This design comes from an exercise in tuning for small area on the open sky130 flow, not from production work.
Where RTL was checked, it was by simulation tests only, not by an equivalence proof against the original.
No functional check of the RTL was part of run 5.
Power is estimated from default activity; no workload was simulated.

==> flow/design.v <==
module deb #(parameter INIT_L = 1'b1, parameter INIT_C = 7'h7f, parameter SEED = 7'b0001101) (
	input clk, rst, x,
	output press);
	reg l;
	reg [6:0] c;
	wire settled = &c[5:0];
	wire fb = ~(c[6] ^ c[5]) | settled;
	assign press = settled & ~c[6] & ~l;
	always @(posedge clk)
		if (rst) begin
			l <= INIT_L;
			c <= INIT_C;
		end else begin
			l <= x;
			if (x != l) c <= settled ? SEED : 7'h7f;
			else c <= {c[5:0], fb};
		end
endmodule
module VERILOGStart04(clk, rst, buttonWaitingIN, buttonLeftIN, buttonRightIN, buttonSelectionIN, led1, led5, en);
	output[3:0] led1, en;
	output[6:0] led5;
	input clk, rst, buttonWaitingIN, buttonLeftIN, buttonRightIN, buttonSelectionIN;
	localparam Waiting = 3'd0, Selection = 3'd1, Payment = 3'd2, Implementation = 3'd3, Unsuccessful = 3'd4;
	localparam BL = 4'd11, RS = 4'd10;
	reg [4:0] scan;
	reg [1:0] ind;
	wire scan_end = (scan == 5'b01001);
	wire [1:0] ind_n = scan_end ? ind + 1'b1 : ind;
	always @(posedge clk)
		if (rst) begin
			scan <= 0;
			ind <= 0;
		end else begin
			scan <= scan_end ? 5'd0 : {scan[3:0], ~(scan[4] ^ scan[2])};
			ind <= ind_n;
		end
	wire pW, pL, pR, pS;
	deb #(.INIT_L(1'b0), .INIT_C(7'b0001101)) dW (.clk(clk), .rst(rst), .x(buttonWaitingIN), .press(pW));
	deb dL (.clk(clk), .rst(rst), .x(buttonLeftIN), .press(pL));
	deb dR (.clk(clk), .rst(rst), .x(buttonRightIN), .press(pR));
	deb dS (.clk(clk), .rst(rst), .x(buttonSelectionIN), .press(pS));
	reg [2:0] st;
	reg [1:0] sel;
	reg [3:0] tens, ones;        
	wire [3:0] m = {tens[2:0], ones[0]};
	reg [10:0] tm;               
	wire [10:0] tm_n = {tm[9:0], ~(tm[10] ^ tm[8])};
	localparam TM2000 = 11'b01110100111;
	wire tens0 = (tens == 4'd0);
	reg ok;
	always @(*)
		case (sel)
			2'd0: ok = ~tens0;
			2'd1: ok = tens >= 4'd2;
			2'd2: ok = (tens >= 4'd4) | ((tens == 4'd3) & ones[0]);
			default: ok = tens >= 4'd5;
		endcase
	wire tm_run = (st == Implementation) | (st == Unsuccessful);
	always @(posedge clk)
		if (~tm_run)
			tm <= 0;
		else if (tm == TM2000)
			tm <= {10'd0, st == Unsuccessful};
		else
			tm <= tm_n;
	wire sW = (st == Waiting), sSel = (st == Selection), sPay = (st == Payment);
	wire sImpl = (st == Implementation), sUns = (st == Unsuccessful);
	wire anyp = pW | pL | pR | pS;
	wire pay_sel = pS & ~pL & ~pR;                   
	wire pay_wait = pW & ~pL & ~pR & ~pS;            
	wire tm_end = (tm == TM2000);
	always @(posedge clk)
		if (rst)
			st <= Waiting;
		else if (sW & anyp)
			st <= Selection;
		else if ((sSel | sPay) & pay_wait)
			st <= Waiting;
		else if (sSel & pay_sel)
			st <= Payment;
		else if (sPay & pay_sel)
			st <= ok ? Implementation : Unsuccessful;
		else if (sImpl & (tens == 4'd10) & ones[0])
			st <= Waiting;
		else if (sUns & (ones == 4'd9) & tm_end)
			st <= Waiting;
	always @(posedge clk)
		if (sW)
			sel <= 0;
		else if (sSel & pL)
			sel <= sel - 1'b1;
		else if (sSel & pR)
			sel <= sel + 1'b1;
	wire up = sPay ? (pR & ~pL & (m != 4'd10)) : (tm_run & tm_end);
	wire dn = sPay & pL & (m != 4'd0);
	wire carry = ones[0] & (sPay | ones[3]);        
	always @(posedge clk)
		if (sW | (sPay & pay_sel)) begin
			tens <= 0;
			ones <= 0;
		end else if (up) begin
			ones <= carry ? 4'd0 : ones + 1'b1;
			if (carry) tens <= tens + 1'b1;
		end else if (dn) begin
			ones[0] <= ~ones[0];
			if (~ones[0]) tens <= tens - 1'b1;
		end
	reg [10:0] blink;            
	reg [1:0] lv;                
	assign led1 = {lv == 2'd3, lv == 2'd3, lv[1], lv != 2'd0};
	always @(posedge clk)
		if (rst) begin
			blink <= 0;
			lv <= 0;
		end else
			case (st)
				Waiting:
					if (blink != 11'b01111100010)
						blink <= {blink[9:0], ~(blink[10] ^ blink[8])};
					else begin
						blink <= 0;
						lv <= (lv == 2'd3) ? 2'd0 : 2'd3;
					end
				Selection: lv <= 2'd2;
				Payment: lv <= 2'd1;
				default: lv <= 2'd0;
			endcase
	reg db3;                     
	reg [2:0] db2;               
	reg [3:0] d3, d2;
	reg d1;
	always @(posedge clk)
		if (rst) begin
			db3 <= 0; db2 <= 0;
			d3 <= 0; d2 <= 0; d1 <= 0;
		end else
			case (st)
				Payment: begin
					{db2, db3} <= m;
					d3 <= db3 ? 4'd5 : 4'd0;
					d2 <= {1'b0, db2};
				end
				Implementation: begin
					d3 <= ones;
					d2 <= tens;          
					d1 <= (tens == 4'd10);
				end
				default: ;
			endcase
	wire [3:0] d2c = ((d2 == 4'd0) & tens0) ? BL : d2;
	reg [3:0] f1, f2, f3, fn;
	always @(*) begin
		case (st)
			Selection: begin
				f1 = {2'b11, sel};
				f2 = {2'b11, sel};
				f3 = {2'b11, sel};
			end
			Payment: begin
				f1 = BL;
				f2 = d2c;
				f3 = d3;
			end
			Implementation: begin
				f1 = d1 ? 4'd1 : (tens == 4'd10) ? 4'd0 : BL;
				f2 = d2c;
				f3 = d3;
			end
			Unsuccessful: begin
				f1 = 4'd15;
				f2 = 4'd5;
				f3 = 4'd5;
			end
			default: begin
				f1 = BL;
				f2 = BL;
				f3 = BL;
			end
		endcase
		case (ind_n)
			2'd0: fn = BL;
			2'd1: fn = f1;
			2'd2: fn = f2;
			default: fn = f3;
		endcase
	end
	reg [3:0] bsel, z;
	always @(posedge clk)
		if (rst) begin
			bsel <= 4'd8;
			z <= RS;
		end else begin
			bsel <= fn;
			z <= bsel;
		end
	wire [1:0] eind = (scan == 5'd0) ? ind - 1'b1 : ind;
	wire rs = (z == RS) & (eind == 2'd3);
	assign en = {eind != 2'd0, eind != 2'd1, eind != 2'd2, (eind != 2'd3) | rs};
	reg [6:0] seg;
	always @(*)
		case (z)
			4'd0: seg = 7'b0000001;
			4'd1: seg = 7'b1001111;
			4'd2: seg = 7'b0010010;
			4'd3: seg = 7'b0000110;
			4'd4: seg = 7'b1001100;
			4'd5: seg = 7'b0100100;
			4'd6: seg = 7'b0100000;
			4'd7: seg = 7'b0001111;
			4'd8: seg = 7'b0000000;
			4'd9: seg = 7'b0000100;
			4'd10: seg = {6'b000000, ~eind[0]};      
			4'd11: seg = 7'b1111111;
			default:
				case ({eind, z[1:0]})
					4'b1000: seg = 7'b0100100;
					4'b1001: seg = 7'b0000001;
					4'b1010: seg = 7'b0001000;
					4'b1011: seg = 7'b0001000;
					4'b1100: seg = 7'b0011000;
					4'b1101: seg = 7'b0111000;
					4'b1110: seg = 7'b0011000;
					4'b1111: seg = 7'b1110000;
					4'b0100, 4'b0000: seg = 7'b0110000;
					4'b0111, 4'b0011: seg = 7'b1110001;
					default: seg = 7'b0110001;
				endcase
		endcase
	assign led5 = seg;
endmodule
==> flow/flow/run.sh <==
#!/bin/bash
# Standard ORFS layout with three changes:
#  - synthesis maps the logic with an area-oriented ABC script (flow/abc.script) in place of
#    ORFS's abc_area.script; the rest of synthesis (synth_recipe.tcl) is unchanged, so the
#    registers are the standard synthesis's;
#  - the port buffers use the smallest buffer cell;
#  - clock tree synthesis uses clkbuf_8 and adds no dummy loads.
set -euo pipefail
here=$(pwd)
rm -rf "$here/scripts_abc"
cp -r "$FLOW_HOME/scripts" "$here/scripts_abc"
cp "$here/flow/abc.script" "$here/scripts_abc/abc_area.script"
bash standard.sh SCRIPTS_DIR="$here/scripts_abc" synth > "$here/synth.log" 2>&1
export BUFFER_PORTS_ARGS="-buffer_cell sky130_fd_sc_hd__buf_1"
export CTS_ARGS="-sink_clustering_enable -repair_clock_nets -buf_list sky130_fd_sc_hd__clkbuf_8 -dont_use_dummy_load -sink_clustering_size 16"
bash standard.sh finish > "$here/layout.log" 2>&1
==> flow/flow/abc.script <==
strash
&get -n
&deepsyn -I 20 -J 10
&dch -f
&nf -R 1000 -E 100
&put
topo
==> flow/standard.sh <==
#!/bin/bash
# synth_recipe.tcl (not shown) runs the flow's synth.tcl, then flattens the netlist and writes it again
# the make line also repeats each setting of config.mk as NAME=value (left out here)
make -C /OpenROAD-flow-scripts/flow DESIGN_CONFIG=/design/flow/config.mk WORK_HOME=/design/flow/orfs CLKGATE_MAP_FILE= SYNTH_SCRIPT=/design/flow/synth_recipe.tcl "${@:-finish}"
==> flow/config.mk <==
export PLATFORM = sky130hd
export DESIGN_NAME = VERILOGStart04
export DESIGN_NICKNAME = VERILOGStart04
export VERILOG_FILES = /design/flow/design.v
export SDC_FILE = /design/flow/constraint.sdc
export NUM_CORES = 4
export LEC_CHECK = 0
export ABC_AREA = 1
export CAP_MARGIN = 20
export CORE_MARGIN = 2
export CORE_UTILIZATION = 40
export CTS_BUF_LIST = sky130_fd_sc_hd__clkbuf_8
export SLEW_MARGIN = 20
==> flow/constraint.sdc <==
create_clock -name core_clock -period 20.0 [get_ports {clk}]
set_input_delay 4.0000 -clock core_clock [delete_from_list [all_inputs] [get_ports {clk}]]
set_output_delay 4.0000 -clock core_clock [all_outputs]
set_load 0.01 [all_outputs]
==> summary.md, run 1 <==
| Metric | Value |
|---|---|
| Fmax | `157.7 MHz` |
| Clock sink count | `97` |
| Seq cells post-synth | `97` |
| Seq/Total Area, Yosys | `49.71%` |
| Synth cell types | `49` |
| Adder-Cell Fraction of Synth Area | `2.242%` |
| Die area | `10570 sq um` |
| CTS tree | `done` |
| Hpwl dp | `5431 microns` |
| Die W | `102.8 microns` |
| Detailed-route via count | `3078` |
| Worst path required time | `16000 ps` |
| Clk buf depth | `2` |
| Fraction of synthesized area in multiplexers | `0.2562%` |
| Max cap viols | `0` |
| Endpoints failing setup | `0` |
| Top FF cell, synth | `dfxtp_1` |
| Commonest non-fill, non-tap cell in the layout | `dfxtp_1` |
| LEAKAGE | `1.571 nW` |
| Hold Buf Count CTS | `0` |
| Core ar. | `9639 sq um` |
| Outcome | `finished clean` |
| Clock Pin Slew Worst Setup and Hold Paths | `80 ps` |
| Nets | `471` |
| Synth area leader | `dfxtp_1` |
| CTS H-tree lvls | `3` |
| Clk Latency, worst-skew pair | `370 ps` |
| # IOs | `21` |
| Cell repeated most along the worst path | `nor2_1` |
| First-pass GRT wire length | `12940 microns` |
| Simple-gate share of the synthesized area | `25.78%` |
| Fin crit period | `6339 ps` |
| Largest family of logic cells by synthesized area | `simple AND/OR/NAND/NOR gates` |
| Final TNS setup | `0 ps` |
| Crit path DAT | `2340 ps` |
| GRT Residual Overflow | `0` |
| Std cell rows | `36` |
| Worst Tran Pin Value | `846.8 ps` |
| Hold Path Class | `flip-flop to flip-flop` |
| CP max stage delay | `380 ps` |
| Peak VDD IR | `0.04333 mV` |
| Setup bufs post-CTS | `0` |
| Cells along the critical path | `or3_1 -> nor3_1 -> xor2_1 -> nor2_1 -> o211ai_1 -> nor2_1 -> a211oi_1 -> nand2_1 -> buf_1` |
| Drt drc | `0` |
| Post-synth ARST share | `0%` |
| Routed WL | `7548 microns` |
| Synth-to-Final Area Change | `9.161%` |
| Synth area leaders | `dfxtp_1 50%, nor2_1 5.9%, a22o_1 4.5%` |
| Post_cts resized | `0` |
| Antenna violations before repair | `0` |
| Vias in the first global route | `2885` |
| Syn avg cell area | `9.105 sq um` |
| Crit start category | `flip-flop` |
| Worst hold slack | `414.7 ps` |
| Crit Path Category | `flip-flop to output port` |
| Pre-Repair DR Iteration Count | `4` |
| GRT Util Overall | `15.55%` |
| Antenna cells | `0` |
| Area share of the largest cell type after synthesis | `49.71%` |
| Slew Limit Fails | `0` |
| Syn Nets | `442` |
| CP max FO | `3` |
| Synth Area in Compound Gates | `16.02%` |
| Routed len/inst | `12.81 microns` |
| Initial Utilization | `40.52%` |
| Port Buf Inserts | `20` |
| Fraction of synthesized cell area in xor and xnor cells | `4.260%` |
| Worst Skew | `27.92 ps` |
| Final Hold Fails | `0` |
| Initial DRC Count | `183` |
| CP delay by family, top | `simple AND/OR/NAND/NOR gates` |
| Cells after Synth | `429` |
| Layout cell share with drive strength beyond 1 | `2.412%` |
| Crit path buf inv count | `1` |
| Routability cong. | `0.7898` |
| PwrDens | `82.14 nW/um^2` |
| Via/cell ratio | `5.226` |
| Cell Area, Synth | `3906 sq um` |
| Largest net degree at the start of global routing | `44` |
| YS warnings | `3` |
| CTS Buf Count | `9` |
| Setup crit end kind | `output port` |
| Most frequent cells in the layout | `97 x dfxtp_1, 61 x nor2_1, 33 x nand2_1, 20 x a22o_1, 19 x buf_1` |
| Tcrit/Tclk final | `31.70%` |
| Final antenna-violating net count | `0` |
| Number of synthesized flops with an enable pin | `0` |
| RSZ-0062 raised after global routing | `no` |
| Max_slew headroom | `43.43%` |
| FF-to-FF setup slack | `16890 ps` |
| CTS root buffer | `clkbuf_8` |
| Slowest stage cell, crit path | `or3_1` |
| Floorplan die height | `102.8 microns` |
[sequential cells by signal, indices dropped and copies added (netlist names), 3 cells and up]
signal	flops
blink	11
bsel	4
d2	4
d3	4
dL.c	7
dR.c	7
dS.c	7
dW.c	7
db2	3
ones	4
scan	5
st	3
tens	4
tm	11
z	4
[synth_stat cells, types with 8 or more instances]
| library cell | n |
|---|---|
| dfxtp_1 | 97 |
| nor2_1 | 61 |
| nand2_1 | 33 |
| a22o_1 | 20 |
| nand3_1 | 17 |
| nor3_1 | 17 |
| o21ai_0 | 17 |
| clkinv_1 | 14 |
| a21oi_1 | 12 |
| or2_0 | 12 |
| and2_0 | 11 |
| nor2b_1 | 10 |
| xor2_1 | 10 |
| xnor2_1 | 9 |
| a31oi_1 | 8 |
[final cells by class]
class,instances,area [sq um]
fillers,967,5375
clock buffers,9,123.9
flip-flops and latches,97,1942
inverters,14,52.55
multi-input cells,316,1903
well taps,133,166.4
repair buffers,20,76.32
[per-stage QoR]
| stage | std cells | power [mW] | instance area, sq um | setup slack [ps] | utilization, % |
|---|---|---|---|---|---|
| 2_1_floorplan | 429 | 0.2452 | 3906 | 14270 | - |
| 3_3_place_gp | 580 | 0.2547 | 4134 | 14080 | 42.89 |
| 3_5_place_dp | 580 | 0.2556 | 4134 | 14010 | 42.89 |
| 4_1_cts | 589 | 0.3537 | 4258 | 13660 | 44.17 |
| 5_1_grt | 589 | 0.3684 | 4264 | 13440 | 44.24 |
| 6_report | 589 | 0.3503 | 4264 | 13660 | 44.24 |
[power breakdown]
part,switching [mW],internal [mW]
combinational,0.0231,0.0158
clock,0.0588,0.0404
sequential,0.00819,0.204
[kinds of logic (layout without fill, tap and decap cells)]
family | Yosys count | after routing
AND/OR/NAND/NOR | 201 | 201
flip-flops | 97 | 97
AO/OA/AOI/OAI | 88 | 88
XOR/XNOR | 19 | 19
buffers and inverters | 16 | 43
adder cells (fa/ha/maj) | 7 | 7
multiplexers | 1 | 1
[path summary, 6_finish.rpt]
kind | startpoint | to | depth (start not counted)
worst max-delay path | scan[1] | led5[0] | 9
worst min-delay path | bsel[1] | z[1] | 1
worst max register to register | st[1] | tens[1] | 8
worst min register to register | bsel[1] | z[1] | 1
[per-layer routing]
metal	routed length (microns)	GRT usage, %	up-vias
met3	290	3.458	12
li1	-	-	1591
met5	0	0	-
met1	3668	19.92	1424
met4	146	6.478	0
met2	3442	25.44	51
==> run 2: changes to the inputs <==
--- a/flow/flow/run.sh
+++ b/flow/flow/run.sh
@@ -12,5 +12,5 @@
 cp "$here/flow/abc.script" "$here/scripts_abc/abc_area.script"
 bash standard.sh SCRIPTS_DIR="$here/scripts_abc" synth > "$here/synth.log" 2>&1
 export BUFFER_PORTS_ARGS="-buffer_cell sky130_fd_sc_hd__buf_1"
-export CTS_ARGS="-sink_clustering_enable -repair_clock_nets -buf_list sky130_fd_sc_hd__clkbuf_8 -dont_use_dummy_load -sink_clustering_size 16"
+export CTS_ARGS="-sink_clustering_enable -repair_clock_nets -buf_list sky130_fd_sc_hd__clkbuf_8 -dont_use_dummy_load -sink_clustering_size 32 -sink_clustering_max_diameter 200"
 bash standard.sh finish > "$here/layout.log" 2>&1
==> run 2 against run 1 <==
Net effect:
- still clean
- sequential share of layout area did not move
- clock power hardly changed
- worst setup slack stayed put
- power stayed put
- clock-buffer cell count unchanged
- clock skew unchanged
- critical endpoint unchanged
- highest routed layer unchanged
==> summary.md, run 2 <==
| Metric | Value |
|---|---|
| Outcome | `finished clean (unchanged)` |
| DP Cell Count | `580 (unchanged)` |
| Setup bufs post-CTS | `0 (unchanged)` |
| Final instance area | `4264 sq um (unchanged)` |
| Nets | `471 (unchanged)` |
| Hpwl dp | `5431 microns (unchanged)` |
| Post_cts resized | `0 (unchanged)` |
| Dpl ws | `14010 ps (unchanged)` |
| Std cell rows | `36 (unchanged)` |
| Die W | `102.8 microns (unchanged)` |
| Clock Pin Slew Worst Setup and Hold Paths | `80 ps (about the same)` |
| Final non-filler cell total | `589 (unchanged)` |
| Worst hold slack | `414.7 ps (unchanged)` |
| Clk Latency, worst-skew pair | `370 ps (about the same)` |
| CTS H-tree lvls | `3 (unchanged)` |
| RSZ-0062 raised after global routing | `no (unchanged)` |
| Initial DRC Count | `183 (unchanged)` |
| Crit path DAT | `2340 ps (about the same)` |
| Hold Buf Count CTS | `0 (unchanged)` |
| Die area | `10570 sq um (unchanged)` |
| Global Route met2 Usage | `25.44% (unchanged)` |
| Top FF cell, synth | `dfxtp_1 (unchanged)` |
| Vias in the first global route | `2885 (unchanged)` |
| Routability cong. | `0.7898 (unchanged)` |
| YS warnings | `3 (unchanged)` |
| CP max stage delay | `380 ps (about the same)` |
| Synth top cells by count | `97 x dfxtp_1, 61 x nor2_1, 33 x nand2_1 (unchanged)` |
| First-pass GRT wire length | `12940 microns (unchanged)` |
| PwrDens | `82.14 nW/um^2 (unchanged)` |
| Tcrit/Tclk final | `31.70% (unchanged)` |
| Setup crit end kind | `output port (unchanged)` |
| Worst Skew | `27.92 ps (unchanged)` |
| Floorplan die height | `102.8 microns (unchanged)` |
| CP max FO | `3 (unchanged)` |
| Layout cell share with drive strength beyond 1 | `2.412% (unchanged)` |
| Fin crit period | `6339 ps (unchanged)` |
| Routed WL | `7548 microns (unchanged)` |
| CTS root buffer | `clkbuf_8 (unchanged)` |
| Cells after Synth | `429 (unchanged)` |
| Synth cell types | `49 (unchanged)` |
| Worst path required time | `16000 ps (about the same)` |
| Pre-Repair DR Iteration Count | `4 (unchanged)` |
| LEAKAGE | `1.571 nW (unchanged)` |
| Total power draw | `350.3 uW (unchanged)` |
| Core ar. | `9639 sq um (unchanged)` |
| CTS tree | `done (unchanged)` |
| Final Hold Fails | `0 (unchanged)` |
| Area share of the largest cell type after synthesis | `49.71% (unchanged)` |
| Slew Limit Fails | `0 (unchanged)` |
| Max_slew headroom | `43.43% (unchanged)` |
| Drt drc | `0 (unchanged)` |
| Initial Utilization | `40.52% (unchanged)` |
| Commonest non-fill, non-tap cell in the layout | `dfxtp_1 (unchanged)` |
| Endpoints failing setup | `0 (unchanged)` |
| Synth-to-Final Area Change | `9.161% (unchanged)` |
| Syn Nets | `442 (unchanged)` |
| Worst Tran Pin Value | `846.8 ps (unchanged)` |
| Gr busiest metal | `met2 (unchanged)` |
| Peak VDD IR | `0.04333 mV (unchanged)` |
| Max cap viols | `0 (unchanged)` |
| Fmax | `157.7 MHz (unchanged)` |
| Seq/Total Area, Yosys | `49.71% (unchanged)` |
| # IOs | `21 (unchanged)` |
| Synth area leaders | `dfxtp_1 50%, nor2_1 5.9%, a22o_1 4.5% (unchanged)` |
| CTS Buf Count | `9 (unchanged)` |
| Syn avg cell area | `9.105 sq um (unchanged)` |
| Final TNS setup | `0 ps (unchanged)` |
| Top Registers | `blink x11, tm x11 (unchanged)` |
| Cells along the critical path | `or3_1 -> nor3_1 -> xor2_1 -> nor2_1 -> o211ai_1 -> nor2_1 -> a211oi_1 -> nand2_1 -> buf_1 (unchanged)` |
| Port Buf Inserts | `20 (unchanged)` |
| Final worst slack | `13660 ps (unchanged)` |
| Most frequent cell after synthesis | `dfxtp_1 (unchanged)` |
| Post-synth ARST share | `0% (unchanged)` |
| Slowest stage cell, crit path | `or3_1 (unchanged)` |
| Detailed-route via count | `3078 (unchanged)` |
| Cell Area, Synth | `3906 sq um (unchanged)` |
| Dpl cell area | `4134 sq um (unchanged)` |
| Clk buf depth | `2 (unchanged)` |
| Fin util | `44.24% (unchanged)` |
| Number of synthesized flops with an enable pin | `0 (unchanged)` |
| Grt met1 use | `19.92% (unchanged)` |
| Largest net degree at the start of global routing | `44 (unchanged)` |
| Antenna cells | `0 (unchanged)` |
| Most frequent cells in the layout | `97 x dfxtp_1, 61 x nor2_1, 33 x nand2_1, 20 x a22o_1, 19 x buf_1 (unchanged)` |
| Cell repeated most along the worst path | `nor2_1 (unchanged)` |
| Crit Path Category | `flip-flop to output port (unchanged)` |
| Clock sink count | `97 (unchanged)` |
| Synth area leader | `dfxtp_1 (unchanged)` |
| Via/cell ratio | `5.226 (unchanged)` |
| Final antenna-violating net count | `0 (unchanged)` |
| Antenna violations before repair | `0 (unchanged)` |
| GRT Util Overall | `15.55% (unchanged)` |
| Seq cells post-synth | `97 (unchanged)` |
| GR Util met3 | `3.458% (unchanged)` |
| GRT Residual Overflow | `0 (unchanged)` |
| Hold Path Class | `flip-flop to flip-flop (unchanged)` |
| Crit start category | `flip-flop (unchanged)` |
| Routed len/inst | `12.81 microns (unchanged)` |
-- run 2: cell families after synthesis --
group	count (synthesis)	synth area share, %
AOI/OAI and AO/OA	88	16.02
muxes	1	0.2563
adders and majority gates	7	2.242
DFF	97	49.71
and+or+nand+nor	201	25.79
buffers and inverters	16	1.730
xor gates and xnor gates	19	4.260
-- run 2: worst paths after layout --
check             slack [ps]  depth (start not counted)  endpoint    start
setup / recovery       13660                          9   led5[0]  scan[1]
setup reg to reg       16890                          8   tens[1]    st[1]
hold reg to reg          410                          1      z[1]  bsel[1]
hold / removal           410                          1      z[1]  bsel[1]
-- run 2: power by group --
group | internal, mW | leakage [nW] | switching (mW)
clock network | 0.0404 | 0.0647 | 0.0588
logic | 0.0158 | 0.715 | 0.0231
registers | 0.204 | 0.792 | 0.00819
-- run 2: critical path: cells and delay by family, from the launching register on --
kind / cells / cell delay [ps]
AND/OR/NAND/NOR: 5 / 880
AO/OA/AOI/OAI: 2 / 460
flip-flops: 1 / 320
XOR/XNOR: 1 / 210
buffers and inverters: 1 / 130
-- run 2: final cells by class --
class | instances | area, sq um
clock buffers | 9 | 123.9
fillers | 967 | 5375
inverters | 14 | 52.55
multi-input cells | 316 | 1903
flip-flops and latches | 97 | 1942
well taps | 133 | 166.4
repair buffers | 20 | 76.32
-- run 2: per-layer routing --
layer | part of all wire (%) | up-vias | wire [microns]
li1 | - | 1591 | -
met1 | 49 | 1424 | 3668
met2 | 46 | 51 | 3442
met3 | 3.8 | 12 | 290
met4 | 1.9 | 0 | 146
met5 | 0 | - | 0
==> run 3: changes to the inputs <==
--- a/flow/flow/run.sh
+++ b/flow/flow/run.sh
@@ -12,5 +12,5 @@
 cp "$here/flow/abc.script" "$here/scripts_abc/abc_area.script"
 bash standard.sh SCRIPTS_DIR="$here/scripts_abc" synth > "$here/synth.log" 2>&1
 export BUFFER_PORTS_ARGS="-buffer_cell sky130_fd_sc_hd__buf_1"
-export CTS_ARGS="-sink_clustering_enable -repair_clock_nets -buf_list sky130_fd_sc_hd__clkbuf_8 -dont_use_dummy_load -sink_clustering_size 32 -sink_clustering_max_diameter 200"
+export CTS_ARGS="-sink_clustering_enable -repair_clock_nets -buf_list sky130_fd_sc_hd__clkbuf_8 -dont_use_dummy_load -sink_clustering_size 24 -sink_clustering_max_diameter 200"
 bash standard.sh finish > "$here/layout.log" 2>&1
==> run 3 against run 2 <==
Net effect:
- synthesized cell count unchanged
- hold slack unchanged
- area after synthesis unchanged
- global-route usage unchanged
- largest cell class unchanged
- highest routed layer unchanged
- design area unchanged
- clock-buffer cell count unchanged
- power unchanged
- combinational power about the same
==> summary.md, run 3 <==
| Metric | Value |
|---|---|
| Synth area leaders | `dfxtp_1 50%, nor2_1 5.9%, a22o_1 4.5% (unchanged)` |
| Die W | `102.8 microns (unchanged)` |
| CTS tree | `done (unchanged)` |
| Antenna cells | `0 (unchanged)` |
| Port Buf Inserts | `20 (unchanged)` |
| Largest net degree at the start of global routing | `44 (unchanged)` |
| Final antenna-violating net count | `0 (unchanged)` |
| Worst Skew | `27.92 ps (unchanged)` |
| Cell Area, Synth | `3906 sq um (unchanged)` |
| Cells along the critical path | `or3_1 -> nor3_1 -> xor2_1 -> nor2_1 -> o211ai_1 -> nor2_1 -> a211oi_1 -> nand2_1 -> buf_1 (unchanged)` |
| Most frequent cell after synthesis | `dfxtp_1 (unchanged)` |
| Setup bufs post-CTS | `0 (unchanged)` |
| Synth area leader | `dfxtp_1 (unchanged)` |
| CTS H-tree lvls | `3 (unchanged)` |
| Setup crit end kind | `output port (unchanged)` |
| Endpoints failing setup | `0 (unchanged)` |
| Fill count | `967 (unchanged)` |
| Nets | `471 (unchanged)` |
| Max_slew headroom | `43.43% (unchanged)` |
| Most frequent cells in the layout | `97 x dfxtp_1, 61 x nor2_1, 33 x nand2_1, 20 x a22o_1, 19 x buf_1 (unchanged)` |
| Post-synth ARST share | `0% (unchanged)` |
| Final Hold Fails | `0 (unchanged)` |
| Post_cts resized | `0 (unchanged)` |
| Slew Limit Fails | `0 (unchanged)` |
| Core ar. | `9639 sq um (unchanged)` |
| Cell repeated most along the worst path | `nor2_1 (unchanged)` |
| Floorplan die height | `102.8 microns (unchanged)` |
| Syn avg cell area | `9.105 sq um (unchanged)` |
| YS warnings | `3 (unchanged)` |
| Clock Pin Slew Worst Setup and Hold Paths | `80 ps (about the same)` |
| Worst Tran Pin Value | `846.8 ps (unchanged)` |
| Hold Path Class | `flip-flop to flip-flop (unchanged)` |
| Peak VDD IR | `0.04333 mV (unchanged)` |
| Die area | `10570 sq um (unchanged)` |
| Std cell rows | `36 (unchanged)` |
| Routed len/inst | `12.81 microns (unchanged)` |
| CP max FO | `3 (unchanged)` |
| CTS Buf Count | `9 (unchanged)` |
| Hpwl dp | `5431 microns (unchanged)` |
| Outcome | `finished clean (unchanged)` |
| Routed WL | `7548 microns (unchanged)` |
| Final TNS setup | `0 ps (unchanged)` |
| LEAKAGE | `1.571 nW (unchanged)` |
| GRT Residual Overflow | `0 (unchanged)` |
| Final worst slack | `13660 ps (unchanged)` |
| CP delay by family, top | `simple AND/OR/NAND/NOR gates (unchanged)` |
| Top Registers | `blink x11, tm x11 (unchanged)` |
| # IOs | `21 (unchanged)` |
| Clock sink count | `97 (unchanged)` |
| Fin util | `44.24% (unchanged)` |
| Synth cell types | `49 (unchanged)` |
| Total power draw | `350.3 uW (unchanged)` |
| Top FF cell, synth | `dfxtp_1 (unchanged)` |
| Seq cells post-synth | `97 (unchanged)` |
| Fin crit period | `6339 ps (unchanged)` |
| Layout cell share with drive strength beyond 1 | `2.412% (unchanged)` |
| GRT Util Overall | `15.55% (unchanged)` |
| Max cap viols | `0 (unchanged)` |
| PwrDens | `82.14 nW/um^2 (unchanged)` |
| Slowest stage cell, crit path | `or3_1 (unchanged)` |
| Area share of the largest cell type after synthesis | `49.71% (unchanged)` |
| Dpl ws | `14010 ps (unchanged)` |
| Multi-input logic area | `1903 sq um (unchanged)` |
| Initial Utilization | `40.52% (unchanged)` |
| Clk Latency, worst-skew pair | `370 ps (about the same)` |
| Seq/Total Area, Yosys | `49.71% (unchanged)` |
| Number of synthesized flops with an enable pin | `0 (unchanged)` |
| CTS root buffer | `clkbuf_8 (unchanged)` |
| Clk buf depth | `2 (unchanged)` |
| Crit path buf inv count | `1 (unchanged)` |
| Vias in the first global route | `2885 (unchanged)` |
| Worst path required time | `16000 ps (about the same)` |
| Hold Buf Count CTS | `0 (unchanged)` |
| Sequential standard cell area | `1942 sq um (unchanged)` |
| Fmax | `157.7 MHz (unchanged)` |
| Crit path DAT | `2340 ps (about the same)` |
| First-pass GRT wire length | `12940 microns (unchanged)` |
| CP max stage delay | `380 ps (about the same)` |
| Syn Nets | `442 (unchanged)` |
| Tcrit/Tclk final | `31.70% (unchanged)` |
| Crit Path Category | `flip-flop to output port (unchanged)` |
| Antenna violations before repair | `0 (unchanged)` |
| Synth-to-Final Area Change | `9.161% (unchanged)` |
| RSZ-0062 raised after global routing | `no (unchanged)` |
| Via/cell ratio | `5.226 (unchanged)` |
| Pre-Repair DR Iteration Count | `4 (unchanged)` |
| Detailed-route via count | `3078 (unchanged)` |
| Routability cong. | `0.7898 (unchanged)` |
| Initial DRC Count | `183 (unchanged)` |
| Commonest non-fill, non-tap cell in the layout | `dfxtp_1 (unchanged)` |
| Synth top cells by count | `97 x dfxtp_1, 61 x nor2_1, 33 x nand2_1 (unchanged)` |
| Crit start category | `flip-flop (unchanged)` |
| Drt drc | `0 (unchanged)` |
| Cells after Synth | `429 (unchanged)` |
run 3: area by class of cell:
type	count	area share (%)
clock buffer	9	2.905
multi-input combinational	316	44.63
timing repair buffer	20	1.790
inverter	14	1.232
sequential	97	45.54
tap	133	3.903
run 3: metrics by stage:
step | instance area [sq um] | hold slack (ps) | cells
after floorplan | 3906 | 390.9 | 429
after detailed placement | 4134 | 402.7 | 580
final | 4264 | 414.7 | 589
after global routing | 4264 | 441.5 | 589
after CTS | 4258 | 420.4 | 589
after global placement | 4134 | 395.0 | 580
run 3: worst register-to-register path, delay by kind of cell, from the launching register on:
family / cells / cell delay, ps
DFF: 1 / 450
AOI/OAI and AO/OA: 5 / 1490
and+or+nand+nor: 3 / 1070
run 3: kinds of logic (layout without fill, tap and decap cells):
group / count (synthesis) / count (layout) / synth area share, %
flip-flops: 97 / 97 / 49.71
AO/OA/AOI/OAI: 88 / 88 / 16.02
buffers and inverters: 16 / 43 / 1.730
adder cells (fa/ha/maj): 7 / 7 / 2.242
multiplexers: 1 / 1 / 0.2563
AND/OR/NAND/NOR: 201 / 201 / 25.79
XOR/XNOR: 19 / 19 / 4.260
run 3: report_power, final:
part           switching (mW)  internal [mW]  leakage, nW
Clock                  0.0588         0.0404       0.0647
Combinational          0.0231         0.0158        0.715
Sequential            0.00819          0.204        0.792
run 3: path summary, 6_finish.rpt:
kind                            cells past startpoint  slack [ps]  startpoint      end
worst min register to register                      1         410     bsel[1]     z[1]
worst max-delay path                                9       13660     scan[1]  led5[0]
worst max register to register                      8       16890       st[1]  tens[1]
worst min-delay path                                1         410     bsel[1]     z[1]
run 3: per-layer routing:
metal / wire length, microns / global-route usage [%] / vias up / part of all wire [%]
met2: 3442 / 25.44 / 51 / 46
met4: 146 / 6.478 / 0 / 1.9
met1: 3668 / 19.92 / 1424 / 49
met3: 290 / 3.458 / 12 / 3.8
li1: - / - / 1591 / -
met5: 0 / 0 / - / 0
==> run 4: changes to the inputs <==
--- a/flow/flow/run.sh
+++ b/flow/flow/run.sh
@@ -12,5 +12,5 @@
 cp "$here/flow/abc.script" "$here/scripts_abc/abc_area.script"
 bash standard.sh SCRIPTS_DIR="$here/scripts_abc" synth > "$here/synth.log" 2>&1
 export BUFFER_PORTS_ARGS="-buffer_cell sky130_fd_sc_hd__buf_1"
-export CTS_ARGS="-sink_clustering_enable -repair_clock_nets -buf_list sky130_fd_sc_hd__clkbuf_8 -dont_use_dummy_load -sink_clustering_size 24 -sink_clustering_max_diameter 200"
+export CTS_ARGS="-sink_clustering_enable -repair_clock_nets -buf_list sky130_fd_sc_hd__clkbuf_8 -dont_use_dummy_load"
 bash standard.sh finish > "$here/layout.log" 2>&1
==> run 4 against run 3 <==
Net effect:
- critical path depth unchanged
- synthesized cell count stayed put
- cell count did not move
- still clean on timing, DRC and antenna
- sequential share of layout area did not move
- non-clock buffer count is the same
- register-to-register slack about the same
- first-iteration DRC count unchanged
- critical path type unchanged
- fmax unchanged
- global-route usage unchanged
- power unchanged
- core utilization unchanged
- design area is the same
==> summary.md, run 4 <==
| Metric | Value |
|---|---|
| Port Buf Inserts | `20 (unchanged)` |
| Clk buf depth | `2 (unchanged)` |
| Worst hold slack | `414.7 ps (unchanged)` |
| Hpwl dp | `5431 microns (unchanged)` |
| Die W | `102.8 microns (unchanged)` |
| CTS Buf Count | `9 (unchanged)` |
| Largest net degree at the start of global routing | `44 (unchanged)` |
| Fin crit period | `6339 ps (unchanged)` |
| Seq/Total Area, Yosys | `49.71% (unchanged)` |
| Cells after Synth | `429 (unchanged)` |
| Synth area leader | `dfxtp_1 (unchanged)` |
| Floorplan die height | `102.8 microns (unchanged)` |
| Drt drc | `0 (unchanged)` |
| Detailed-route via count | `3078 (unchanged)` |
| Most frequent cells in the layout | `97 x dfxtp_1, 61 x nor2_1, 33 x nand2_1, 20 x a22o_1, 19 x buf_1 (unchanged)` |
| Final Hold Fails | `0 (unchanged)` |
| Crit path DAT | `2340 ps (about the same)` |
| Setup crit end kind | `output port (unchanged)` |
| Core ar. | `9639 sq um (unchanged)` |
| Top Registers | `blink x11, tm x11 (unchanged)` |
| P_int | `260.3 uW (unchanged)` |
| Routed WL | `7548 microns (unchanged)` |
| Sw power | `90.01 uW (unchanged)` |
| Number of synthesized flops with an enable pin | `0 (unchanged)` |
| Routed len/inst | `12.81 microns (unchanged)` |
| Via/cell ratio | `5.226 (unchanged)` |
| Most frequent cell after synthesis | `dfxtp_1 (unchanged)` |
| Register share of total power | `60.6% (about the same)` |
| Tcrit/Tclk final | `31.70% (unchanged)` |
| Peak VDD IR | `0.04333 mV (unchanged)` |
| Clock network power share | `28.3% (about the same)` |
| Final instance area | `4264 sq um (unchanged)` |
| RSZ-0062 raised after global routing | `no (unchanged)` |
| Synth-to-Final Area Change | `9.161% (unchanged)` |
| First-pass GRT wire length | `12940 microns (unchanged)` |
| Top FF cell, synth | `dfxtp_1 (unchanged)` |
| Slew Limit Fails | `0 (unchanged)` |
| Area share of the largest cell type after synthesis | `49.71% (unchanged)` |
| Initial Utilization | `40.52% (unchanged)` |
| Antenna cells | `0 (unchanged)` |
| Crit start category | `flip-flop (unchanged)` |
| Seq cells post-synth | `97 (unchanged)` |
| Sw Share | `25.70% (unchanged)` |
| Critical Path Stages | `9 (unchanged)` |
| Endpoints failing setup | `0 (unchanged)` |
| Max_slew headroom | `43.43% (unchanged)` |
| Synth cell types | `49 (unchanged)` |
| PwrDens | `82.14 nW/um^2 (unchanged)` |
| CP max FO | `3 (unchanged)` |
| Dpl cell area | `4134 sq um (unchanged)` |
| Layout cell share with drive strength beyond 1 | `2.412% (unchanged)` |
| GRT Util Overall | `15.55% (unchanged)` |
| CP delay by family, top | `simple AND/OR/NAND/NOR gates (unchanged)` |
| Slowest stage cell, crit path | `or3_1 (unchanged)` |
| CTS H-tree lvls | `3 (unchanged)` |
| Fin util | `44.24% (unchanged)` |
| Synth area leaders | `dfxtp_1 50%, nor2_1 5.9%, a22o_1 4.5% (unchanged)` |
| Die area | `10570 sq um (unchanged)` |
| Syn avg cell area | `9.105 sq um (unchanged)` |
| Clock sink count | `97 (unchanged)` |
| Setup bufs post-CTS | `0 (unchanged)` |
| Crit path buf inv count | `1 (unchanged)` |
| Cell repeated most along the worst path | `nor2_1 (unchanged)` |
| Pre-Repair DR Iteration Count | `4 (unchanged)` |
| Final antenna-violating net count | `0 (unchanged)` |
| Fmax | `157.7 MHz (unchanged)` |
| CTS root buffer | `clkbuf_8 (unchanged)` |
| DP Cell Count | `580 (unchanged)` |
| Hold Path Class | `flip-flop to flip-flop (unchanged)` |
| Post_cts resized | `0 (unchanged)` |
| Outcome | `finished clean (unchanged)` |
| CTS tree | `done (unchanged)` |
| Post-synth ARST share | `0% (unchanged)` |
| Clock Pin Slew Worst Setup and Hold Paths | `80 ps (about the same)` |
| Synth top cells by count | `97 x dfxtp_1, 61 x nor2_1, 33 x nand2_1 (unchanged)` |
| Hold Buf Count CTS | `0 (unchanged)` |
| Hold path depth | `1 (unchanged)` |
| Max cap viols | `0 (unchanged)` |
| Cells along the critical path | `or3_1 -> nor3_1 -> xor2_1 -> nor2_1 -> o211ai_1 -> nor2_1 -> a211oi_1 -> nand2_1 -> buf_1 (unchanged)` |
| Final non-filler cell total | `589 (unchanged)` |
| Commonest non-fill, non-tap cell in the layout | `dfxtp_1 (unchanged)` |
| # IOs | `21 (unchanged)` |
| Final TNS setup | `0 ps (unchanged)` |
| GRT Residual Overflow | `0 (unchanged)` |
| YS warnings | `3 (unchanged)` |
| Clk Latency, worst-skew pair | `370 ps (about the same)` |
| Logic pwr share | `11.1% (about the same)` |
| Initial DRC Count | `183 (unchanged)` |
| Cell Area, Synth | `3906 sq um (unchanged)` |
| Crit Path Category | `flip-flop to output port (unchanged)` |
| Worst-case reg-to-reg path depth | `8 (unchanged)` |
| Worst Tran Pin Value | `846.8 ps (unchanged)` |
| Routability cong. | `0.7898 (unchanged)` |
| CP max stage delay | `380 ps (about the same)` |
| Syn Nets | `442 (unchanged)` |
| Vias in the first global route | `2885 (unchanged)` |
| Std cell rows | `36 (unchanged)` |
| Nets | `471 (unchanged)` |
| Worst path required time | `16000 ps (about the same)` |
| LEAKAGE | `1.571 nW (unchanged)` |
| Worst Skew | `27.92 ps (unchanged)` |
| Antenna violations before repair | `0 (unchanged)` |
==> run 4: final timing paths <==
check                           slack (ps)     from      end
worst min-delay path                   410  bsel[1]     z[1]
worst min register to register         410  bsel[1]     z[1]
worst max register to register       16890    st[1]  tens[1]
worst max-delay path                 13660  scan[1]  led5[0]
==> run 4: kinds of logic after synthesis <==
logic type               share of synthesized area (%)
multiplexers                                    0.2563
flip-flops                                       49.71
AO/OA/AOI/OAI                                    16.02
adder cells (fa/ha/maj)                          2.242
XOR/XNOR                                         4.260
AND/OR/NAND/NOR                                  25.79
buffers and inverters                            1.730
==> run 4: cell type report <==
type,instances,area [sq um]
Inverter,14,52.55
Multi-Input combinational cell,316,1903
Fill cell,967,5375
Clock buffer,9,123.9
Tap cell,133,166.4
Sequential cell,97,1942
Timing Repair Buffer,20,76.32
==> run 4: metrics by stage <==
stage / total power, mW / setup slack, ps
after global placement: 0.2547 / 14080
after CTS: 0.3537 / 13660
after floorplan: 0.2452 / 14270
after global routing: 0.3684 / 13440
final: 0.3503 / 13660
after detailed placement: 0.2556 / 14010
==> run 4: power by group through the flow <==
stage / Sequential [mW] / Combinational (mW) / Clock (mW)
2_1_floorplan: 0.214 / 0.0308 / 0
3_3_place_gp: 0.216 / 0.0384 / 0
3_5_place_dp: 0.217 / 0.0390 / 0
4_1_cts: 0.212 / 0.0390 / 0.102
5_1_grt: 0.214 / 0.0446 / 0.110
6_report: 0.212 / 0.0388 / 0.0992
==> run 4: per-layer routing <==
metal  track usage [%]  share of wire, %  routed length [microns]
met1             19.92                49                     3668
met2             25.44                46                     3442
met3             3.458               3.8                      290
met4             6.478               1.9                      146
met5                 0                 0                        0
==> run 5: changes to the inputs <==
--- a/flow/design.v
+++ b/flow/design.v
@@ -20,7 +20,7 @@
 	output[3:0] led1, en;
 	output[6:0] led5;
 	input clk, rst, buttonWaitingIN, buttonLeftIN, buttonRightIN, buttonSelectionIN;
-	localparam Waiting = 3'd0, Selection = 3'd1, Payment = 3'd2, Implementation = 3'd3, Unsuccessful = 3'd4;
+	localparam Waiting = 3'd0, Selection = 3'd2, Payment = 3'd3, Implementation = 3'd6, Unsuccessful = 3'd4;
 	localparam BL = 4'd11, RS = 4'd10;
 	reg [4:0] scan;
 	reg [1:0] ind;
==> run 5 against run 4 <==
Net effect:
- sequential share of layout area is 0.65 points higher
- cell count is 2.9% lower
- synthesized cell count is 3.3% lower
- clock power is 0.7% lower
- register-to-register slack about the same
- clock-buffer cell count did not move
- clock skew decreased by 6.3 ps
- first-iteration DRC count down 4.4%
- critical path type unchanged
- highest routed layer unchanged
==> summary.md, run 5 <==
| Metric | Value |
|---|---|
| Nets | `458 (was 471)` |
| Clock sink count | `97 (unchanged)` |
| Clk Latency, worst-skew pair | `350 ps (was 370 ps)` |
| Largest net degree at the start of global routing | `43 (was 44)` |
| CTS H-tree lvls | `3 (unchanged)` |
| Fin util | `45.28% (was 44.24%)` |
| Cells after Synth | `415 (was 429)` |
| Cell Area, Synth | `3850 sq um (was 3906 sq um)` |
| Hold Buf Count CTS | `0 (unchanged)` |
| Fin crit period | `6383 ps (was 6339 ps)` |
| Die area | `10430 sq um (was 10570 sq um)` |
| Area share of the largest cell type after synthesis | `50.44% (was 49.71%)` |
| Post-synth ARST share | `0% (unchanged)` |
| P_int | `259.2 uW (was 260.3 uW)` |
| Vias in the first global route | `2882 (was 2885)` |
| Worst r2r src | `st[0] (was st[1])` |
| Clock Pin Slew Worst Setup and Hold Paths | `80 ps (about the same)` |
| Hold path start | `bsel[1] (unchanged)` |
| Max_slew headroom | `43.37% (was 43.43%)` |
| Routed len/inst | `13.26 microns (was 12.81 microns)` |
| Syn Nets | `428 (was 442)` |
| Clk buf depth | `2 (unchanged)` |
| Final antenna-violating net count | `0 (unchanged)` |
| Synth cell types | `48 (was 49)` |
| Synth Area in Compound Gates | `17.94% (was 16.02%)` |
| Cells along the critical path | `nor3_1 -> nand2_1 -> xor2_1 -> nor2_1 -> a311oi_1 -> a31oi_1 -> and2_0 -> mux2i_1 -> buf_1 (was or3_1 -> nor3_1 -> xor2_1 -> nor2_1 -> o211ai_1 -> nor2_1 -> a211oi_1 -> nand2_1 -> buf_1)` |
| Logic pwr share | `10.9% (was 11.1%)` |
| Seq/Total Area, Yosys | `50.44% (was 49.71%)` |
| Initial Utilization | `41.47% (was 40.52%)` |
| Most frequent cells in the layout | `97 x dfxtp_1, 47 x nor2_1, 28 x a21oi_1, 27 x nand2_1, 24 x clkinv_1 (was 97 x dfxtp_1, 61 x nor2_1, 33 x nand2_1, 20 x a22o_1, 19 x buf_1)` |
| Worst hold slack | `419.4 ps (was 414.7 ps)` |
| Most frequent cell after synthesis | `dfxtp_1 (unchanged)` |
| Adder-Cell Fraction of Synth Area | `2.275% (was 2.242%)` |
| Worst Skew | `21.61 ps (was 27.92 ps)` |
| Std cell rows | `35 (was 36)` |
| Pre-Repair DR Iteration Count | `4 (unchanged)` |
| Clock network power share | `28.3% (about the same)` |
| Syn avg cell area | `9.277 sq um (was 9.105 sq um)` |
| Number of synthesized flops with an enable pin | `0 (unchanged)` |
| Fill count | `938 (was 967)` |
| Max cap viols | `0 (unchanged)` |
| Top Registers | `blink x11, tm x11 (unchanged)` |
| Hpwl dp | `5440 microns (was 5431 microns)` |
| Floorplan die height | `102.1 microns (was 102.8 microns)` |
| Slew Limit Fails | `0 (unchanged)` |
| Crit Path Category | `flip-flop to output port (unchanged)` |
| Crit path DAT | `2380 ps (was 2340 ps)` |
| Simple-gate share of the synthesized area | `21.25% (was 25.78%)` |
| Final TNS setup | `0 ps (unchanged)` |
| CTS root buffer | `clkbuf_8 (unchanged)` |
| CTS tree | `done (unchanged)` |
| Die W | `102.1 microns (was 102.8 microns)` |
| Worst-case reg-to-reg path depth | `9 (was 8)` |
| Synth area leader | `dfxtp_1 (unchanged)` |
| Setup crit end kind | `output port (unchanged)` |
| Setup bufs post-CTS | `0 (unchanged)` |
| CTS Buf Count | `9 (unchanged)` |
| Sw Share | `25.64% (was 25.70%)` |
| Routed WL | `7585 microns (was 7548 microns)` |
| Register share of total power | `60.8% (was 60.6%)` |
| Peak VDD IR | `0.04696 mV (was 0.04333 mV)` |
| Worst Tran Pin Value | `841.7 ps (was 846.8 ps)` |
| CP Launch Point | `scan[2] (was scan[1])` |
| Via/cell ratio | `5.154 (was 5.226)` |
| Antenna cells | `0 (unchanged)` |
| Outcome | `finished clean (unchanged)` |
| Initial DRC Count | `175 (was 183)` |
| Commonest non-fill, non-tap cell in the layout | `dfxtp_1 (unchanged)` |
| Post_cts resized | `0 (unchanged)` |
| Worst path required time | `16000 ps (about the same)` |
| Fraction of synthesized cell area in xor and xnor cells | `4.550% (was 4.260%)` |
| CP max stage delay | `380 ps (about the same)` |
| Top FF cell, synth | `dfxtp_1 (unchanged)` |
| Slowest stage cell, crit path | `xor2_1 (was or3_1)` |
| Detailed-route via count | `2948 (was 3078)` |
| Sw power | `89.35 uW (was 90.01 uW)` |
| Layout cell share with drive strength beyond 1 | `2.483% (was 2.412%)` |
| Hold Path Class | `flip-flop to flip-flop (unchanged)` |
| Synth area leaders | `dfxtp_1 50%, a22o_1 4.8%, nor2_1 4.6% (was dfxtp_1 50%, nor2_1 5.9%, a22o_1 4.5%)` |
| Routability cong. | `0.7906 (was 0.7898)` |
| YS warnings | `3 (unchanged)` |
| GRT Util Overall | `16.26% (was 15.55%)` |
| PwrDens | `82.90 nW/um^2 (was 82.14 nW/um^2)` |
| Fraction of synthesized area in multiplexers | `0.8125% (was 0.2562%)` |
| Hold path depth | `1 (unchanged)` |
| First-pass GRT wire length | `13390 microns (was 12940 microns)` |
| LEAKAGE | `1.587 nW (was 1.571 nW)` |
| Largest family of logic cells by synthesized area | `simple AND/OR/NAND/NOR gates (unchanged)` |
| Core ar. | `9284 sq um (was 9639 sq um)` |
| Tcrit/Tclk final | `31.92% (was 31.70%)` |
| Synth-to-Final Area Change | `9.197% (was 9.161%)` |
| Final Hold Fails | `0 (unchanged)` |
| Endpoints failing setup | `0 (unchanged)` |
| Drt drc | `0 (unchanged)` |
| Synth top cells by count | `97 x dfxtp_1, 47 x nor2_1, 28 x a21oi_1 (was 97 x dfxtp_1, 61 x nor2_1, 33 x nand2_1)` |
| Crit start category | `flip-flop (unchanged)` |
| Seq cells post-synth | `97 (unchanged)` |
| GRT Residual Overflow | `0 (unchanged)` |
| RSZ-0062 raised after global routing | `no (unchanged)` |
| # IOs | `21 (unchanged)` |
| Antenna violations before repair | `0 (unchanged)` |
| Port Buf Inserts | `20 (unchanged)` |
| Fmax | `156.7 MHz (was 157.7 MHz)` |
| CP max FO | `7 (was 3)` |
| Total power draw | `348.5 uW (was 350.3 uW)` |
## run 5: cell families after synthesis
family / Yosys count
buf+inv: 26
fa+ha+maj: 7
mux: 3
simple gates: 163
compound gates: 99
xor+xnor: 20
flops: 97
## run 5: layer usage
layer  vias to the layer above  track usage [%]  wire length [microns]
met5                         -                0                      0
li1                       1531                -                      -
met1                      1367            22.27                   3902
met3                        11            3.283                    207
met4                         0            6.154                    120
met2                        39            25.40                   3354
## run 5: critical path: cells and delay by family, from the launching register on
| family | cells | cell delay, ps |
|---|---|---|
| and+or+nand+nor | 4 | 670 |
| muxes | 1 | 120 |
| xor gates and xnor gates | 1 | 380 |
| DFF | 1 | 330 |
| buffers and inverters | 1 | 160 |
| AOI/OAI and AO/OA | 2 | 380 |
## run 5: metrics by stage
stage                     std cells  cell area (sq um)  setup WS (ps)
after floorplan                 415               3850          14190
after global placement          563               4080          14060
after detailed placement        563               4080          13970
after CTS                       572               4204          13560
after global routing            572               4204          13230
final                           572               4204          13620
## run 5: path summary, 6_finish.rpt
check,endpoint,slack [ps]
worst max-delay path,led5[5],13620
worst min-delay path,z[1],420
worst max register to register,tens[0],16890
worst min register to register,z[1],420
## run 5: area by class of cell
cell class                      count  area (sq um)  share of cell area, %
Clock buffer                        9         123.9                  2.946
Multi-Input combinational cell    292          1803                  42.89
Sequential cell                    97          1942                  46.19
Tap cell                          129         161.4                  3.839
Timing Repair Buffer               21         83.83                  1.994
Inverter                           24         90.09                  2.143
## run 5: power by group through the flow
stage          clock network [mW]  registers, mW  logic, mW
5_1_grt                     0.110          0.214     0.0440
3_5_place_dp                    0          0.216     0.0384
2_1_floorplan                   0          0.214     0.0295
4_1_cts                     0.102          0.212     0.0386
6_report                   0.0985          0.212     0.0381
3_3_place_gp                    0          0.216     0.0375
==> run 6: changes to the inputs <==
--- a/flow/design.v
+++ b/flow/design.v
@@ -25,7 +25,7 @@
 	reg [4:0] scan;
 	reg [1:0] ind;
 	wire scan_end = (scan == 5'b01001);
-	wire [1:0] ind_n = scan_end ? ind + 1'b1 : ind;
+	wire [1:0] ind_n = {ind[1] ^ (scan_end & ind[0]), ind[0] ^ scan_end};
 	always @(posedge clk)
 		if (rst) begin
 			scan <= 0;
@@ -49,11 +49,11 @@
 	wire tens0 = (tens == 4'd0);
 	reg ok;
 	always @(*)
-		case (sel)
-			2'd0: ok = ~tens0;
-			2'd1: ok = tens >= 4'd2;
-			2'd2: ok = (tens >= 4'd4) | ((tens == 4'd3) & ones[0]);
-			default: ok = tens >= 4'd5;
+		case (sel)                        
+			2'd0: ok = m[3] | m[2] | m[1];                    
+			2'd1: ok = m[3] | m[2];                           
+			2'd2: ok = m[3] | (m[2] & m[1] & m[0]);           
+			default: ok = m[3] & m[1];                        
 		endcase
 	wire tm_run = (st == Implementation) | (st == Unsuccessful);
 	always @(posedge clk)
@@ -84,26 +84,28 @@
 			st <= Waiting;
 		else if (sUns & (ones == 4'd9) & tm_end)
 			st <= Waiting;
-	always @(posedge clk)
-		if (sW)
-			sel <= 0;
-		else if (sSel & pL)
-			sel <= sel - 1'b1;
-		else if (sSel & pR)
-			sel <= sel + 1'b1;
+	wire sel_step = sSel & (pL | pR);
+	wire sel_carry = sSel & (pL ? ~sel[0] : pR & sel[0]);
+	always @(posedge clk)
+		sel <= sW ? 2'd0 : {sel[1] ^ sel_carry, sel[0] ^ sel_step};
 	wire up = sPay ? (pR & ~pL & (m != 4'd10)) : (tm_run & tm_end);
 	wire dn = sPay & pL & (m != 4'd0);
 	wire carry = ones[0] & (sPay | ones[3]);        
+	wire tinc = up & carry;                          
+	wire tdec = dn & ~ones[0];                       
 	always @(posedge clk)
 		if (sW | (sPay & pay_sel)) begin
 			tens <= 0;
 			ones <= 0;
-		end else if (up) begin
-			ones <= carry ? 4'd0 : ones + 1'b1;
-			if (carry) tens <= tens + 1'b1;
-		end else if (dn) begin
-			ones[0] <= ~ones[0];
-			if (~ones[0]) tens <= tens - 1'b1;
+		end else begin
+			if (up & carry)
+				ones <= 4'd0;
+			else if (up | dn)
+				ones <= {ones[3] ^ (up & ones[2] & ones[1] & ones[0]), ones[2] ^ (up & ones[1] & ones[0]),
+					ones[1] ^ (up & ones[0]), ~ones[0]};
+			tens <= tens ^ {(tinc & tens[2] & tens[1] & tens[0]) | (tdec & ~tens[2] & ~tens[1] & ~tens[0]),
+				(tinc & tens[1] & tens[0]) | (tdec & ~tens[1] & ~tens[0]),
+				(tinc & tens[0]) | (tdec & ~tens[0]), tinc | tdec};
 		end
 	reg [10:0] blink;            
 	reg [1:0] lv;                
@@ -193,7 +195,8 @@
 			bsel <= fn;
 			z <= bsel;
 		end
-	wire [1:0] eind = (scan == 5'd0) ? ind - 1'b1 : ind;
+	wire scan_start = (scan == 5'd0);
+	wire [1:0] eind = {ind[1] ^ (scan_start & ~ind[0]), ind[0] ^ scan_start};
 	wire rs = (z == RS) & (eind == 2'd3);
 	assign en = {eind != 2'd0, eind != 2'd1, eind != 2'd2, (eind != 2'd3) | rs};
 	reg [6:0] seg;
--- a/flow/flow/run.sh
+++ b/flow/flow/run.sh
@@ -12,5 +12,5 @@
 cp "$here/flow/abc.script" "$here/scripts_abc/abc_area.script"
 bash standard.sh SCRIPTS_DIR="$here/scripts_abc" synth > "$here/synth.log" 2>&1
 export BUFFER_PORTS_ARGS="-buffer_cell sky130_fd_sc_hd__buf_1"
-export CTS_ARGS="-sink_clustering_enable -repair_clock_nets -buf_list sky130_fd_sc_hd__clkbuf_8 -dont_use_dummy_load"
+export CTS_ARGS="-sink_clustering_enable -repair_clock_nets -buf_list sky130_fd_sc_hd__clkbuf_16 -dont_use_dummy_load"
 bash standard.sh finish > "$here/layout.log" 2>&1
==> run 6 against run 5 <==
Net effect:
- first-iteration DRC count is 23% lower
- area after synthesis shrank 1.7%
- sequential power about the same
- clock power grew 43%
- critical path type unchanged
- hold slack worse by 7.7 ps
- clock-buffer cell count did not move
- still clean on timing, DRC and antenna
- cell count fell by 2.8%
- core utilization up 0.55 points
- largest cell class unchanged
==> summary.md, run 6 <==
| Metric | Value |
|---|---|
| Outcome | `finished clean (unchanged)` |
| CP Launch Point | `scan[4] (was scan[2])` |
| Routed len/inst | `13.25 microns (was 13.26 microns)` |
| Nets | `455 (was 458)` |
| Worst Skew | `9.325 ps (was 21.61 ps)` |
| Synth cell types | `42 (was 48)` |
| Die area | `10250 sq um (was 10430 sq um)` |
| Worst Tran Pin Value | `737.4 ps (was 841.7 ps)` |
| Most frequent cell after synthesis | `dfxtp_1 (unchanged)` |
| Seq cells post-synth | `97 (unchanged)` |
| Worst r2r src | `dL.c[5] (was st[0])` |
| # IOs | `21 (unchanged)` |
| Simple-gate share of the synthesized area | `27.28% (was 21.25%)` |
| YS warnings | `3 (unchanged)` |
| Clk buf depth | `2 (unchanged)` |
| Top FF cell, synth | `dfxtp_1 (unchanged)` |
| Crit Path Category | `flip-flop to output port (unchanged)` |
| First-pass GRT wire length | `12790 microns (was 13390 microns)` |
| Final antenna-violating net count | `0 (unchanged)` |
| Final Hold Fails | `0 (unchanged)` |
| Synth top cells by count | `97 x dfxtp_1, 60 x nor2_1, 32 x nand2_1 (was 97 x dfxtp_1, 47 x nor2_1, 28 x a21oi_1)` |
| Largest family of logic cells by synthesized area | `simple AND/OR/NAND/NOR gates (unchanged)` |
| CTS tree | `done (unchanged)` |
| Setup bufs post-CTS | `0 (unchanged)` |
| Adder-Cell Fraction of Synth Area | `0.6614% (was 2.275%)` |
| CP max FO | `7 (unchanged)` |
| Cell Area, Synth | `3784 sq um (was 3850 sq um)` |
| Die W | `101.3 microns (was 102.1 microns)` |
| Final TNS setup | `0 ps (unchanged)` |
| Tcrit/Tclk final | `31.50% (was 31.92%)` |
| Initial DRC Count | `135 (was 175)` |
| Antenna cells | `0 (unchanged)` |
| Pre-Repair DR Iteration Count | `5 (was 4)` |
| Endpoints failing setup | `0 (unchanged)` |
| Clock Pin Slew Worst Setup and Hold Paths | `60 ps (was 80 ps)` |
| Routed WL | `7368 microns (was 7585 microns)` |
| Synth-to-Final Area Change | `11.41% (was 9.197%)` |
| Fraction of synthesized area in multiplexers | `0% (was 0.8125%)` |
| Post-synth ARST share | `0% (unchanged)` |
| Port Buf Inserts | `20 (unchanged)` |
| FF-to-FF setup slack | `17510 ps (was 16890 ps)` |
| Detailed-route via count | `3029 (was 2948)` |
| Seq/Total Area, Yosys | `51.32% (was 50.44%)` |
| Antenna violations before repair | `0 (unchanged)` |
| Synth area leaders | `dfxtp_1 51%, nor2_1 6.0%, a22o_1 4.4% (was dfxtp_1 50%, a22o_1 4.8%, nor2_1 4.6%)` |
| CTS root buffer | `clkbuf_16 (was clkbuf_8)` |
| Most frequent cells in the layout | `97 x dfxtp_1, 60 x nor2_1, 32 x nand2_1, 22 x o21ai_0 (was 97 x dfxtp_1, 47 x nor2_1, 28 x a21oi_1, 27 x nand2_1, 24 x clkinv_1)` |
| Commonest non-fill, non-tap cell in the layout | `dfxtp_1 (unchanged)` |
| Hold Path Class | `flip-flop to flip-flop (unchanged)` |
| Routability cong. | `0.8329 (was 0.7906)` |
| Syn Nets | `425 (was 428)` |
| Number of synthesized flops with an enable pin | `0 (unchanged)` |
| Worst hold slack | `411.7 ps (was 419.4 ps)` |
| GRT Util Overall | `15.46% (was 16.26%)` |
| Hold Buf Count CTS | `0 (unchanged)` |
| Critical R2R Capture | `ones[1] (was tens[0])` |
| CTS H-tree lvls | `3 (unchanged)` |
| Floorplan die height | `101.3 microns (was 102.1 microns)` |
| Fraction of synthesized cell area in xor and xnor cells | `3.472% (was 4.550%)` |
| LEAKAGE | `1.576 nW (was 1.587 nW)` |
| Crit path DAT | `2300 ps (was 2380 ps)` |
| Clock sink count | `97 (unchanged)` |
| Top Registers | `blink x11, tm x11 (unchanged)` |
| CTS Buf Count | `9 (unchanged)` |
| Fin crit period | `6300 ps (was 6383 ps)` |
| GRT Residual Overflow | `0 (unchanged)` |
| Core ar. | `9196 sq um (was 9284 sq um)` |
| Peak VDD IR | `0.04052 mV (was 0.04696 mV)` |
| Worst-case reg-to-reg path depth | `9 (unchanged)` |
| Syn avg cell area | `9.073 sq um (was 9.277 sq um)` |
| Drt drc | `0 (unchanged)` |
| Std cell rows | `35 (unchanged)` |
| Fmax | `158.7 MHz (was 156.7 MHz)` |
| Setup crit end kind | `output port (unchanged)` |
| Area share of the largest cell type after synthesis | `51.32% (was 50.44%)` |
| Max cap viols | `0 (unchanged)` |
| Slew Limit Fails | `0 (unchanged)` |
| Hpwl dp | `5156 microns (was 5440 microns)` |
| Max_slew headroom | `50.61% (was 43.37%)` |
| RSZ-0062 raised after global routing | `no (unchanged)` |
| Vias in the first global route | `2764 (was 2882)` |
| Initial Utilization | `41.14% (was 41.47%)` |
| Layout cell share with drive strength beyond 1 | `2.247% (was 2.483%)` |
| Synth area leader | `dfxtp_1 (unchanged)` |
| Post_cts resized | `0 (unchanged)` |
| Worst path required time | `16000 ps (about the same)` |
| Cells after Synth | `417 (was 415)` |
| Crit start category | `flip-flop (unchanged)` |
| Setup crit end | `led5[5] (unchanged)` |
| PwrDens | `93.10 nW/um^2 (was 82.90 nW/um^2)` |
| Synth Area in Compound Gates | `15.48% (was 17.94%)` |
| Fill count | `913 (was 938)` |
| Largest net degree at the start of global routing | `40 (was 43)` |
| Via/cell ratio | `5.448 (was 5.154)` |
| Clk Latency, worst-skew pair | `330 ps (was 350 ps)` |
[run 6: critical path, cell delays in order, from the launching register on]
cell	delay (ps)
dfxtp_1	320
nor3_1	200
nor3b_1	220
ha_1	190
xnor2_1	140
nand2b_1	230
a211oi_1	310
o21ai_0	120
nand3_1	100
buf_1	150
[run 6: logic make-up after synthesis]
family	after synthesis
DFF	97
xor gates and xnor gates	15
buffers and inverters	16
and+or+nand+nor	202
adders and majority gates	2
AOI/OAI and AO/OA	85
[run 6: per-stage QoR]
stage	power, mW	area [sq um]	cells	setup WS, ps	utilization [%]
floorplan	0.2454	3784	417	14240	-
global placement	0.2552	3990	547	14070	43.39
detailed placement	0.2561	3990	547	14040	43.39
CTS	0.3975	4215	556	13680	45.84
global route	0.4118	4215	556	13370	45.84
finish	0.3924	4215	556	13700	45.84
[run 6: cell type report]
type | count | area (sq um) | share of cell area [%]
inverter | 14 | 52.55 | 1.247
timing repair buffer | 21 | 82.58 | 1.959
tap | 111 | 138.9 | 3.295
multi-input combinational | 304 | 1774 | 42.09
clock buffer | 9 | 225.2 | 5.343
sequential | 97 | 1942 | 46.07
[run 6: metal layers]
| metal | track usage [%] | vias up | wire length [microns] |
|---|---|---|---|
| li1 | - | 1552 | - |
| met2 | 24.15 | 73 | 3363 |
| met1 | 20.18 | 1392 | 3565 |
| met5 | 0 | - | 0 |
| met4 | 6.341 | 0 | 102 |
| met3 | 4.417 | 12 | 337 |
[run 6: where the power goes]
part | internal [mW] | switching (mW)
Sequential | 0.204 | 0.00792
Clock | 0.0792 | 0.0617
Combinational | 0.0162 | 0.0229
[run 6: worst min path at each step]
stage	from	to	slack, ps	cells past startpoint
3_5_place_dp	bsel[1]	z[1]	400	1
6_report	bsel[1]	z[1]	410	1
3_3_place_gp	bsel[3]	z[3]	400	1
2_1_floorplan	bsel[1]	z[1]	390	1
4_1_cts	bsel[1]	z[1]	420	1
5_1_grt	bsel[1]	z[1]	430	1

==> static timing again, ports no longer ideal <==
No port has a modelled driver above. Below, the same layouts with a new extraction and two added sets of constraints. Step 1: set_driving_cell puts a clkbuf_16 on clk and a buf_2 on each other input, an assumption about the parent block. Step 2 moves the port delays by t, midway between the first and last clock arrival at a register: inputs arrive t later, outputs are due t later. That takes back most of the time a late clock gives input paths. a / b / c = ideal ports / drivers / drivers and shift; a / b = the first two.
run	t (ns)	setup slack, ns	slew at the worst register clock pin (ns)	worst data-port slew with drivers (ns)
run 1	0.385	13.661 / 13.629 / 14.014	0.10 / 0.10	0.03
run 2	0.385	13.661 / 13.629 / 14.014	0.10 / 0.10	0.03
run 3	0.385	13.661 / 13.629 / 14.014	0.10 / 0.10	0.03
run 4	0.385	13.661 / 13.629 / 14.014	0.10 / 0.10	0.03
run 5	0.373	13.617 / 13.586 / 13.959	0.09 / 0.09	0.03
run 6	0.361	13.700 / 13.666 / 14.027	0.06 / 0.06	0.03
After both steps setup and hold are still met in every run listed.
